This design comes from an exercise in tuning for small area on the open sky130 flow, not from production work. Where RTL was checked, it was by simulation tests only, not by an equivalence proof against the original.

== 10-15 ==
==> module clk_div, before the edit <==
module clk_div (
    input             clk,
    input             rst_n,
    input             inc,
    input             clr,
    input             clr_all,
    input             shift,
    input             sin,
    output reg [3:0]  p,
    output reg [12:0] wc
);
wire       wrap = inc && (wc[4:0] == 5'd31);
wire       fb   = ~(wc[12] ^ wc[10] ^ wc[9] ^ wc[8]);
always @(posedge clk) begin
    if (!rst_n) begin
        p  <= 4'd0;
        wc <= 13'd3583;
    end else begin
        p <= p + 4'd1;
        wc[4:0] <= (clr || clr_all) ? 5'd0 : wc[4:0] + {4'd0, inc};
        if (shift || wrap)
            wc[12:5] <= {wc[11:5], shift ? sin : fb};
        else if (clr_all)
            wc[12:5] <= 8'd0;
    end
end
endmodule
==> module ads1258, before the edit <==
module ads1258 (
    input             sysclk,
    input             locked,
    input             Rx_0,
    output reg        Tx_0,
    output            Clk_0,
    output            CS,
    output            en_Ain0,
    output reg [1:0]  tag,       
    output [23:0]     nsr        
);
reg  [4:0]  c;
wire [3:0]  p;
wire [12:0] wc;
wire pp     = (p == 4'd9);             
wire waits  = (c == 5'd0) || (c == 5'd20);
wire [4:0] s = wc[4:0];
wire byte_done = !waits && pp && (s == 5'd17);
wire wait_done = waits && (p == 4'd0) && (wc == 13'd6239);
wire sample = !waits && pp && !s[0] && (s != 5'd0);
reg  [15:0] nsr_lo;
clk_div u_sclk (.clk(sysclk), .rst_n(locked),
                .inc(waits ? (p == 4'd15) : pp),
                .clr(byte_done),
                .clr_all(wait_done || (byte_done && (c == 5'd19 || c == 5'd26))),
                .shift(sample), .sin(nsr_lo[15]),
                .p(p), .wc(wc));
assign nsr = {wc[12:5], nsr_lo};
assign en_Ain0 = (c == 5'd26) && (s == 5'd0) && (p == 4'd13);
assign Clk_0 = !waits && s[0] && (s[4:1] != 4'd0);
assign CS = (c == 5'd0) || (c == 5'd1 && s[4:1] == 4'd0);
reg [7:0] code;
always @(*) begin
    case (c)
        5'd1:  code = 8'h60;  5'd2:  code = 8'h12;
        5'd3:  code = 8'h61;  5'd4:  code = 8'h10;
        5'd5:  code = 8'h62;  5'd6:  code = 8'h00;
        5'd7:  code = 8'h63;  5'd8:  code = 8'h00;
        5'd9:  code = 8'h64;  5'd10: code = 8'h07;
        5'd11: code = 8'h65;  5'd12: code = 8'h00;
        5'd13: code = 8'h66;  5'd14: code = 8'h00;
        5'd15: code = 8'h67;  5'd16: code = 8'hff;
        5'd17: code = 8'h68;  5'd18: code = 8'h00;
        5'd19: code = 8'h80;  5'd21: code = 8'h30;
        5'd22: code = 8'hff;  5'd23: code = 8'hff;
        5'd24: code = 8'hff;  5'd25: code = 8'hff;
        5'd26: code = 8'h80;
        default: code = 8'h00;
    endcase
end
always @(posedge sysclk) begin
    if (!locked) begin
        Tx_0 <= 1'b0;
        c <= 5'd0;
    end else begin
        if (waits || s == 5'd0) Tx_0 <= 1'b0;
        else if (pp && s[0] && !s[4]) Tx_0 <= code[~s[3:1]];
        if (wait_done || byte_done)
            c <= (c == 5'd26) ? 5'd20 : c + 5'd1;
    end
end
always @(posedge sysclk) begin
    if (sample) nsr_lo <= {nsr_lo[14:0], ~Rx_0};
    if (c == 5'd22 && byte_done)
        tag <= (nsr[7:2] == 6'b011101) ? ~nsr[1:0] : 2'd3;
end
endmodule
export LEC_CHECK = 0
export CAP_MARGIN = 20
export CORE_MARGIN = 2
export CORE_UTILIZATION = 80
export CTS_BUF_LIST = sky130_fd_sc_hd__clkbuf_8
export CTS_CLUSTER_DIAMETER = 60
export CTS_CLUSTER_SIZE = 16
export SLEW_MARGIN = 20
create_clock -name core_clock -period 10.0 [get_ports {sys_clk}]
standard.sh (not shown) runs the stock make flow with config.mk's settings and CLKGATE_MAP_FILE= SYNTH_SCRIPT=/design/flow/synth_recipe.tcl, a recipe that flattens the netlist after the stock synthesis.
==> flow/flow/run.sh <==
#!/bin/bash
# Own layout flow: the standard flow, with these changes.
#  1. Port buffers are the smallest buffer cell (buffer_ports -buffer_cell).
#  2. The synthesis's single tie-low cell is kept for all constant outputs
#     (no per-load tie cells).
#  3. After the standard synthesis, flow/faflip.py re-chooses the polarity
#     of the full-adder cells to drop inverters, and flow/invfold.py folds
#     single-load inverters into the NOR2/NAND2 they feed (registers are
#     left exactly as the standard synthesis made them).
# Each tool's output goes to a log file of its own in this folder.
set -euo pipefail
export BUFFER_PORTS_ARGS="-buffer_cell sky130_fd_sc_hd__buf_1"
export SKIP_REPAIR_TIE_FANOUT=1
R=orfs/results/${FLOW_PLATFORM}/fft_top/base
bash standard.sh synth > synth.log 2>&1
cp $R/1_2_yosys.v 1_2_yosys.standard.v
python3 flow/faflip.py 1_2_yosys.standard.v 1_2_yosys.faflip.v > faflip.log 2>&1
python3 flow/invfold.py 1_2_yosys.faflip.v $R/1_2_yosys.v > invfold.log 2>&1
bash standard.sh > layout.log 2>&1
Other scripts of this flow, unchanged in this note and not shown: flow/flow/faflip.py, flow/flow/invfold.py
10-15 has completed all stages; timing, DRC and antenna checks passed.
For 02-23, these inputs were changed with respect to 10-15:
diff --git a/flow/design.v b/flow/design.v
--- a/flow/design.v
+++ b/flow/design.v
@@ -1,29 +1,20 @@
 module clk_div (
     input             clk,
     input             rst_n,
     input             inc,
     input             clr,
-    input             clr_all,
-    input             shift,
-    input             sin,
     output reg [3:0]  p,
     output reg [12:0] wc
 );
-wire       wrap = inc && (wc[4:0] == 5'd31);
-wire       fb   = ~(wc[12] ^ wc[10] ^ wc[9] ^ wc[8]);
 always @(posedge clk) begin
     if (!rst_n) begin
         p  <= 4'd0;
-        wc <= 13'd3583;
+        wc <= 13'd2303;
     end else begin
-        p <= p + 4'd1;
-        wc[4:0] <= (clr || clr_all) ? 5'd0 : wc[4:0] + {4'd0, inc};
-        if (shift || wrap)
-            wc[12:5] <= {wc[11:5], shift ? sin : fb};
-        else if (clr_all)
-            wc[12:5] <= 8'd0;
+        p  <= p + 4'd1;
+        wc <= clr ? 13'd0 : wc + {12'd0, inc};
     end
 end
 endmodule
 module ads1258 (
     input             sysclk,
@@ -32,29 +23,24 @@
     output reg        Tx_0,
     output            Clk_0,
     output            CS,
     output            en_Ain0,
     output reg [1:0]  tag,       
-    output [23:0]     nsr        
+    output reg [23:0] nsr        
 );
 reg  [4:0]  c;
 wire [3:0]  p;
 wire [12:0] wc;
 wire pp     = (p == 4'd9);             
 wire waits  = (c == 5'd0) || (c == 5'd20);
 wire [4:0] s = wc[4:0];
 wire byte_done = !waits && pp && (s == 5'd17);
-wire wait_done = waits && (p == 4'd0) && (wc == 13'd6239);
-wire sample = !waits && pp && !s[0] && (s != 5'd0);
-reg  [15:0] nsr_lo;
+wire wait_done = waits && (p == 4'd0) && (wc == 13'd6143);
 clk_div u_sclk (.clk(sysclk), .rst_n(locked),
                 .inc(waits ? (p == 4'd15) : pp),
-                .clr(byte_done),
-                .clr_all(wait_done || (byte_done && (c == 5'd19 || c == 5'd26))),
-                .shift(sample), .sin(nsr_lo[15]),
+                .clr(waits ? wait_done : byte_done),
                 .p(p), .wc(wc));
-assign nsr = {wc[12:5], nsr_lo};
 assign en_Ain0 = (c == 5'd26) && (s == 5'd0) && (p == 4'd13);
 assign Clk_0 = !waits && s[0] && (s[4:1] != 4'd0);
 assign CS = (c == 5'd0) || (c == 5'd1 && s[4:1] == 4'd0);
 reg [7:0] code;
 always @(*) begin
@@ -85,11 +71,11 @@
         if (wait_done || byte_done)
             c <= (c == 5'd26) ? 5'd20 : c + 5'd1;
     end
 end
 always @(posedge sysclk) begin
-    if (sample) nsr_lo <= {nsr_lo[14:0], ~Rx_0};
+    if (!waits && pp && !s[0] && s != 5'd0) nsr <= {nsr[22:0], ~Rx_0};
     if (c == 5'd22 && byte_done)
         tag <= (nsr[7:2] == 6'b011101) ? ~nsr[1:0] : 2'd3;
 end
 endmodule
 module pid_rca #(parameter N = 16) (
## What came out
- Ratio of routed vias to standard cells in 02-23 is 3.1% lower than in 10-15
- On horizontal die dimension: between 10-15 and 02-23, it ends up higher for 02-23.
- Worst setup slack: 02-23 vs 10-15 down 0.023 ns
- The final cell count in 02-23 was higher than what 10-15 gave.
- Global-route wire length before repair: 02-23 lower than 10-15
- Comparing the two runs side by side, 02-23 comes out behind 10-15 on final area.
- Die size: 02-23 exceeds 10-15
- The synthesized cell count of 02-23 exceeds that of 10-15 by 3.3%.

Another version of the RTL of fft_top (not shown whole).
Size in the first run: roughly 1,200 cells after synthesis, roughly 200 I/O pins, about 15,000 um2 of cells after synthesis.
==> module fft_top, before the edit <==
module fft_top(
    input          sys_clk,
    input          sys_rst_n,
    input          Rx_0,
    output         Tx_0,
    output         Clk_0,
    output         CS,
    output [31:0]  ad_data0,
    output [31:0]  ad_data1,
    output [31:0]  ad_data2,
    output         en_Ain0,
    output         en_Ain1,
    input  [31:0]  P_target,
    output [31:0]  i_current,
    input  [31:0]  P_measure
);
wire [1:0]  tag;
wire [23:0] sr;
ads1258 u_ads1258 (
    .sysclk(sys_clk), .locked(sys_rst_n), .Rx_0(Rx_0),
    .Tx_0(Tx_0), .Clk_0(Clk_0), .CS(CS),
    .en_Ain0(en_Ain0), .tag(tag), .sr(sr)
);
assign en_Ain1 = en_Ain0;
reg  [23:0] d0, d1, d2;
wire [23:0] rkeep = {24{sys_rst_n}};
wire [23:0] dat01 = (sr & rkeep) | {21'd0, ~rkeep[2:0]};
wire [23:0] dat2  = sr & rkeep;
wire ld0 = (en_Ain0 && tag == 2'd0) || !sys_rst_n;
wire ld1 = (en_Ain0 && tag == 2'd1) || !sys_rst_n;
wire ld2 = (en_Ain0 && tag == 2'd2) || !sys_rst_n;
always @(posedge sys_clk) begin
    if (ld0) d0 <= dat01;
    if (ld1) d1 <= dat01;
    if (ld2) d2 <= dat2;
end
assign ad_data0 = {8'd0, d0};
assign ad_data1 = {8'd0, d1};
assign ad_data2 = {8'd0, d2};
PID_UV_LED PID_UV_LED (
    .clk(sys_clk), .rst_n(sys_rst_n),
    .P_measure(P_measure), .P_target(P_target), .i_current(i_current)
);
endmodule
Settings: LEC_CHECK=0, CAP_MARGIN=20, CORE_MARGIN=2, CORE_UTILIZATION=80, CTS_BUF_LIST=sky130_fd_sc_hd__clkbuf_8, CTS_CLUSTER_DIAMETER=60, CTS_CLUSTER_SIZE=16, SLEW_MARGIN=20; clock period 10.0 ns.
==> flow/flow/run.sh <==
#!/bin/bash
# Own layout flow: the standard flow, with two changes.
#  1. Port buffers are the smallest buffer cell (buffer_ports -buffer_cell).
#  2. After the standard synthesis, flow/faflip.py re-chooses the polarity
#     of the full-adder cells to drop inverters (registers untouched).
# Each tool's output goes to a log file of its own in this folder.
set -euo pipefail
export BUFFER_PORTS_ARGS="-buffer_cell sky130_fd_sc_hd__buf_1"
R=orfs/results/${FLOW_PLATFORM}/fft_top/base
bash standard.sh synth > synth.log 2>&1
cp $R/1_2_yosys.v 1_2_yosys.standard.v
python3 flow/faflip.py 1_2_yosys.standard.v $R/1_2_yosys.v > faflip.log 2>&1
bash standard.sh > layout.log 2>&1
Other scripts of this flow, unchanged in this note and not shown: flow/flow/faflip.py
Next try:
--- a/flow/design.v
+++ b/flow/design.v
@@ -272,19 +272,17 @@
     .Tx_0(Tx_0), .Clk_0(Clk_0), .CS(CS),
     .en_Ain0(en_Ain0), .tag(tag), .sr(sr)
 );
 assign en_Ain1 = en_Ain0;
-reg  [23:0] d0, d1, d2;
-wire [23:0] rkeep = {24{sys_rst_n}};
-wire [23:0] dat01 = (sr & rkeep) | {21'd0, ~rkeep[2:0]};
-wire [23:0] dat2  = sr & rkeep;
-wire ld0 = (en_Ain0 && tag == 2'd0) || !sys_rst_n;
-wire ld1 = (en_Ain0 && tag == 2'd1) || !sys_rst_n;
-wire ld2 = (en_Ain0 && tag == 2'd2) || !sys_rst_n;
+reg [23:0] d0, d1, d2;
 always @(posedge sys_clk) begin
-    if (ld0) d0 <= dat01;
-    if (ld1) d1 <= dat01;
-    if (ld2) d2 <= dat2;
+    if (!sys_rst_n) begin
+        d0 <= 24'd7; d1 <= 24'd7; d2 <= 24'd0;
+    end else if (en_Ain0) begin
+        if (tag == 2'd0) d0 <= sr;
+        if (tag == 2'd1) d1 <= sr;
+        if (tag == 2'd2) d2 <= sr;
+    end
 end
 assign ad_data0 = {8'd0, d0};
 assign ad_data1 = {8'd0, d1};
 assign ad_data2 = {8'd0, d2};
Effect: The new run completed with no timing, DRC or antenna violations. Global-route usage is higher by 0.54 points. Routed wire length increases by 6.5%. Die area climbs by about 1.1%. Cell area is higher by about 0.5%. Setup slack gets better by 40 ps. Fmax grows by about 0.4%. Synthesized cell count climbs by 18%.
Only the layout flow was run in the second run of this note; the RTL was not checked for function there.

fft_top, a different RTL version from the one above (not shown whole).
Size: ~15000 um^2 of cells after synthesis.
==> module ads1258, before the edit <==
module ads1258 (
    input             sysclk,
    input             locked,
    input             Rx_0,
    output reg        Tx_0,
    output            Clk_0,
    output            CS,
    output            en_Ain0,
    output reg [1:0]  tag,       
    output reg [23:0] nsr        
);
localparam IDLE = 3'd0, WAIT1 = 3'd1, BIT = 3'd2, CLKH = 3'd3, ENDB = 3'd4;
reg  [4:0]  c;          
reg  [2:0]  st;         
reg  [2:0]  bn;         
wire [3:0]  p;
wire [12:0] wc;
wire in_wait   = (c == 5'd0) || (c == 5'd19);
wire wait_done = in_wait && (p == 4'd0) &&
                 (wc == ((c == 5'd0) ? 13'd3840 : 13'd6161));
clk_div u_sclk (.clk(sysclk), .rst_n(locked), .wclr(!in_wait || wait_done), .p(p), .wc(wc));
wire pp = (p == 4'd9);
wire byte_done = (st == ENDB) && pp;
assign en_Ain0 = (c == 5'd25) && (p == 4'd13);
assign Clk_0 = (st == ENDB) || (st == BIT && bn != 3'd0);
assign CS = (c == 5'd0) || (c == 5'd1 && bn == 3'd0 && (st == WAIT1 || st == BIT));
reg [7:0] code;
always @(*) begin
    case (c)
        5'd1:  code = 8'h60;  5'd2:  code = 8'h12;
        5'd3:  code = 8'h61;  5'd4:  code = 8'h10;
        5'd5:  code = 8'h62;  5'd6:  code = 8'h00;
        5'd7:  code = 8'h63;  5'd8:  code = 8'h00;
        5'd9:  code = 8'h64;  5'd10: code = 8'h07;
        5'd11: code = 8'h65;  5'd12: code = 8'h00;
        5'd13: code = 8'h66;  5'd14: code = 8'h00;
        5'd15: code = 8'h67;  5'd16: code = 8'hff;
        5'd17: code = 8'h68;  5'd18: code = 8'h00;
        5'd19: code = 8'h80;  5'd20: code = 8'h30;
        5'd21: code = 8'hff;  5'd22: code = 8'hff;
        5'd23: code = 8'hff;  5'd24: code = 8'hff;
        5'd25: code = 8'h80;
        default: code = 8'h00;
    endcase
end
always @(posedge sysclk) begin
    if (!locked) begin
        st <= IDLE; bn <= 3'd0;
        Tx_0 <= 1'b0;
    end else begin
        case (st)
            IDLE: begin
                Tx_0 <= 1'b0;
                if (wait_done) st <= WAIT1;
            end
            WAIT1: begin
                Tx_0 <= 1'b0;
                if (pp) st <= BIT;
            end
            BIT: if (pp) begin
                Tx_0 <= code[~bn];
                bn <= bn + 3'd1;
                st <= CLKH;
            end
            CLKH: if (pp) st <= (bn == 3'd0) ? ENDB : BIT;
            default: if (pp) st <= (c == 5'd19) ? IDLE : WAIT1;
        endcase
    end
end
always @(posedge sysclk) begin
    if (st == CLKH && pp) nsr <= {nsr[22:0], ~Rx_0};
    if (c == 5'd21 && byte_done)
        tag <= (nsr[7:2] == 6'b011101) ? ~nsr[1:0] : 2'd3;
end
always @(posedge sysclk) begin
    if (!locked) begin
        c <= 5'd0;
    end else begin
        case (c)
            5'd0:          if (wait_done) c <= 5'd1;
            5'd19:         if (wait_done) c <= 5'd20;
            5'd25:         if (p == 4'd13) c <= 5'd19;
            default:       if (byte_done) c <= c + 5'd1;
        endcase
    end
end
endmodule
==> module fft_top, before the edit <==
module fft_top(
    input          sys_clk,
    input          sys_rst_n,
    input          Rx_0,
    output         Tx_0,
    output         Clk_0,
    output         CS,
    output [31:0]  ad_data0,
    output [31:0]  ad_data1,
    output [31:0]  ad_data2,
    output         en_Ain0,
    output         en_Ain1,
    input  [31:0]  P_target,
    output [31:0]  i_current,
    input  [31:0]  P_measure
);
wire [1:0]  tag;
wire [23:0] nsr;
ads1258 u_ads1258 (
    .sysclk(sys_clk), .locked(sys_rst_n), .Rx_0(Rx_0),
    .Tx_0(Tx_0), .Clk_0(Clk_0), .CS(CS),
    .en_Ain0(en_Ain0), .tag(tag), .nsr(nsr)
);
assign en_Ain1 = en_Ain0;
reg  [23:0] d0, d1, d2;
wire [23:0] rkeep = {24{sys_rst_n}};
wire [23:0] dat01 = (~nsr & rkeep) | {21'd0, ~rkeep[2:0]};
wire [23:0] dat2  = ~nsr & rkeep;
wire ld0 = (en_Ain0 && tag == 2'd0) || !sys_rst_n;
wire ld1 = (en_Ain0 && tag == 2'd1) || !sys_rst_n;
wire ld2 = (en_Ain0 && tag == 2'd2) || !sys_rst_n;
always @(posedge sys_clk) begin
    if (ld0) d0 <= dat01;
    if (ld1) d1 <= dat01;
    if (ld2) d2 <= dat2;
end
assign ad_data0 = {8'd0, d0};
assign ad_data1 = {8'd0, d1};
assign ad_data2 = {8'd0, d2};
PID_UV_LED PID_UV_LED (
    .clk(sys_clk), .rst_n(sys_rst_n),
    .P_measure(P_measure), .P_target(P_target), .i_current(i_current)
);
endmodule
clock: 10.0 ns
lec_check: 0
cap_margin: 20
core_margin: 2
core_utilization: 80
cts_buf_list: sky130_fd_sc_hd__clkbuf_8
cts_cluster_diameter: 60
cts_cluster_size: 16
slew_margin: 20
==> flow/flow/run.sh <==
#!/bin/bash
# Own layout flow: the standard flow, with these changes.
#  1. Port buffers are the smallest buffer cell (buffer_ports -buffer_cell).
#  2. The synthesis's single tie-low cell is kept for all constant outputs
#     (no per-load tie cells).
#  3. After the standard synthesis, flow/faflip.py re-chooses the polarity
#     of the full-adder cells to drop inverters (registers untouched).
# Each tool's output goes to a log file of its own in this folder.
set -euo pipefail
export BUFFER_PORTS_ARGS="-buffer_cell sky130_fd_sc_hd__buf_1"
export SKIP_REPAIR_TIE_FANOUT=1
R=orfs/results/${FLOW_PLATFORM}/fft_top/base
bash standard.sh synth > synth.log 2>&1
cp $R/1_2_yosys.v 1_2_yosys.standard.v
python3 flow/faflip.py 1_2_yosys.standard.v $R/1_2_yosys.v > faflip.log 2>&1
bash standard.sh > layout.log 2>&1
Other scripts of this flow, unchanged in this note and not shown: flow/flow/faflip.py
Then changed:
--- a/flow/design.v
+++ b/flow/design.v
@@ -22,21 +22,21 @@
     input             Rx_0,
     output reg        Tx_0,
     output            Clk_0,
     output            CS,
     output            en_Ain0,
     output reg [1:0]  tag,       
-    output reg [23:0] nsr        
+    output reg [23:0] sr         
 );
 localparam IDLE = 3'd0, WAIT1 = 3'd1, BIT = 3'd2, CLKH = 3'd3, ENDB = 3'd4;
 reg  [4:0]  c;          
 reg  [2:0]  st;         
 reg  [2:0]  bn;         
 wire [3:0]  p;
 wire [12:0] wc;
-wire in_wait   = (c == 5'd0) || (c == 5'd19);
+wire in_wait   = (c == 5'd0) || (c == 5'd19) || (c == 5'd26);
 wire wait_done = in_wait && (p == 4'd0) &&
                  (wc == ((c == 5'd0) ? 13'd3840 : 13'd6161));
 clk_div u_sclk (.clk(sysclk), .rst_n(locked), .wclr(!in_wait || wait_done), .p(p), .wc(wc));
 wire pp = (p == 4'd9);
 wire byte_done = (st == ENDB) && pp;
 assign en_Ain0 = (c == 5'd25) && (p == 4'd13);
@@ -54,13 +54,13 @@
         5'd13: code = 8'h66;  5'd14: code = 8'h00;
         5'd15: code = 8'h67;  5'd16: code = 8'hff;
         5'd17: code = 8'h68;  5'd18: code = 8'h00;
         5'd19: code = 8'h80;  5'd20: code = 8'h30;
         5'd21: code = 8'hff;  5'd22: code = 8'hff;
         5'd23: code = 8'hff;  5'd24: code = 8'hff;
-        5'd25: code = 8'h80;
+        5'd26: code = 8'h80;
         default: code = 8'h00;
     endcase
 end
 always @(posedge sysclk) begin
     if (!locked) begin
         st <= IDLE; bn <= 3'd0;
@@ -78,29 +78,29 @@
             BIT: if (pp) begin
                 Tx_0 <= code[~bn];
                 bn <= bn + 3'd1;
                 st <= CLKH;
             end
             CLKH: if (pp) st <= (bn == 3'd0) ? ENDB : BIT;
-            default: if (pp) st <= (c == 5'd19) ? IDLE : WAIT1;
+            default: if (pp) st <= (c == 5'd19 || c == 5'd26) ? IDLE : WAIT1;
         endcase
     end
 end
 always @(posedge sysclk) begin
-    if (st == CLKH && pp) nsr <= {nsr[22:0], ~Rx_0};
+    if (st == CLKH && pp) sr <= {sr[22:0], Rx_0};
     if (c == 5'd21 && byte_done)
-        tag <= (nsr[7:2] == 6'b011101) ? ~nsr[1:0] : 2'd3;
+        tag <= (sr[7:2] == 6'b100010) ? sr[1:0] : 2'd3;
 end
 always @(posedge sysclk) begin
     if (!locked) begin
         c <= 5'd0;
     end else begin
         case (c)
             5'd0:          if (wait_done) c <= 5'd1;
-            5'd19:         if (wait_done) c <= 5'd20;
-            5'd25:         if (p == 4'd13) c <= 5'd19;
+            5'd19, 5'd26:  if (wait_done) c <= 5'd20;
+            5'd25:         if (p == 4'd13) c <= 5'd26;
             default:       if (byte_done) c <= c + 5'd1;
         endcase
     end
 end
 endmodule
 module pid_rca #(parameter N = 16) (
@@ -263,23 +263,23 @@
     output         en_Ain1,
     input  [31:0]  P_target,
     output [31:0]  i_current,
     input  [31:0]  P_measure
 );
 wire [1:0]  tag;
-wire [23:0] nsr;
+wire [23:0] sr;
 ads1258 u_ads1258 (
     .sysclk(sys_clk), .locked(sys_rst_n), .Rx_0(Rx_0),
     .Tx_0(Tx_0), .Clk_0(Clk_0), .CS(CS),
-    .en_Ain0(en_Ain0), .tag(tag), .nsr(nsr)
+    .en_Ain0(en_Ain0), .tag(tag), .sr(sr)
 );
 assign en_Ain1 = en_Ain0;
 reg  [23:0] d0, d1, d2;
 wire [23:0] rkeep = {24{sys_rst_n}};
-wire [23:0] dat01 = (~nsr & rkeep) | {21'd0, ~rkeep[2:0]};
-wire [23:0] dat2  = ~nsr & rkeep;
+wire [23:0] dat01 = (sr & rkeep) | {21'd0, ~rkeep[2:0]};
+wire [23:0] dat2  = sr & rkeep;
 wire ld0 = (en_Ain0 && tag == 2'd0) || !sys_rst_n;
 wire ld1 = (en_Ain0 && tag == 2'd1) || !sys_rst_n;
 wire ld2 = (en_Ain0 && tag == 2'd2) || !sys_rst_n;
 always @(posedge sys_clk) begin
     if (ld0) d0 <= dat01;
     if (ld1) d1 <= dat01;
=> Design area went up by 0.82%; setup slack loses 0.084 ns; maximum frequency went down by 0.87%; register-to-register slack loses 0.08 ns; clock skew barely changes; cell count is about the same; wire length went up by 4.5%; sequential share of layout area went down by 0.35 points; non-clock buffer count went down by 1; critical path depth went down by 1; die area went up by 0.76%.
The RTL of the first run of this note was laid out without a check of its function.

## afterwards: timing with drivers on the ports
No port has a modelled driver above. Below, the same layouts with a new extraction and two added sets of constraints.
Step 1: set_driving_cell puts a clkbuf_16 on sys_clk and a buf_2 on each other input, an assumption about the parent block.
Step 2 also shifts input and output timing later by t, the mid clock arrival at the registers, as if the neighbouring blocks saw the same clock.
Three values: no drivers, after step 1, after step 2; two values: the first two.
| run | t (ns) | setup WS [ns] | clock arrival spread, ns | cell pins on the clock port's net |
|---|---|---|---|---|
| 10-15 | 0.574 | 0.357 / 0.357 / 0.357 | 0.025 / 0.025 | 1 |
| 02-23 | 0.595 | 0.334 / 0.334 / 0.334 | 0.020 / 0.020 | 1 |
| the first run of note 2 | 0.597 | 0.265 / 0.265 / 0.265 | 0.033 / 0.033 | 1 |
| the second run of note 2 | 0.595 | 0.305 / 0.305 / 0.305 | 0.015 / 0.015 | 1 |
| the first run of note 3 | 0.593 | 0.389 / 0.389 / 0.389 | 0.021 / 0.021 | 1 |
| the second run of note 3 | 0.589 | 0.305 / 0.305 / 0.305 | 0.023 / 0.023 | 1 |
After both steps setup and hold are still met in every run listed.
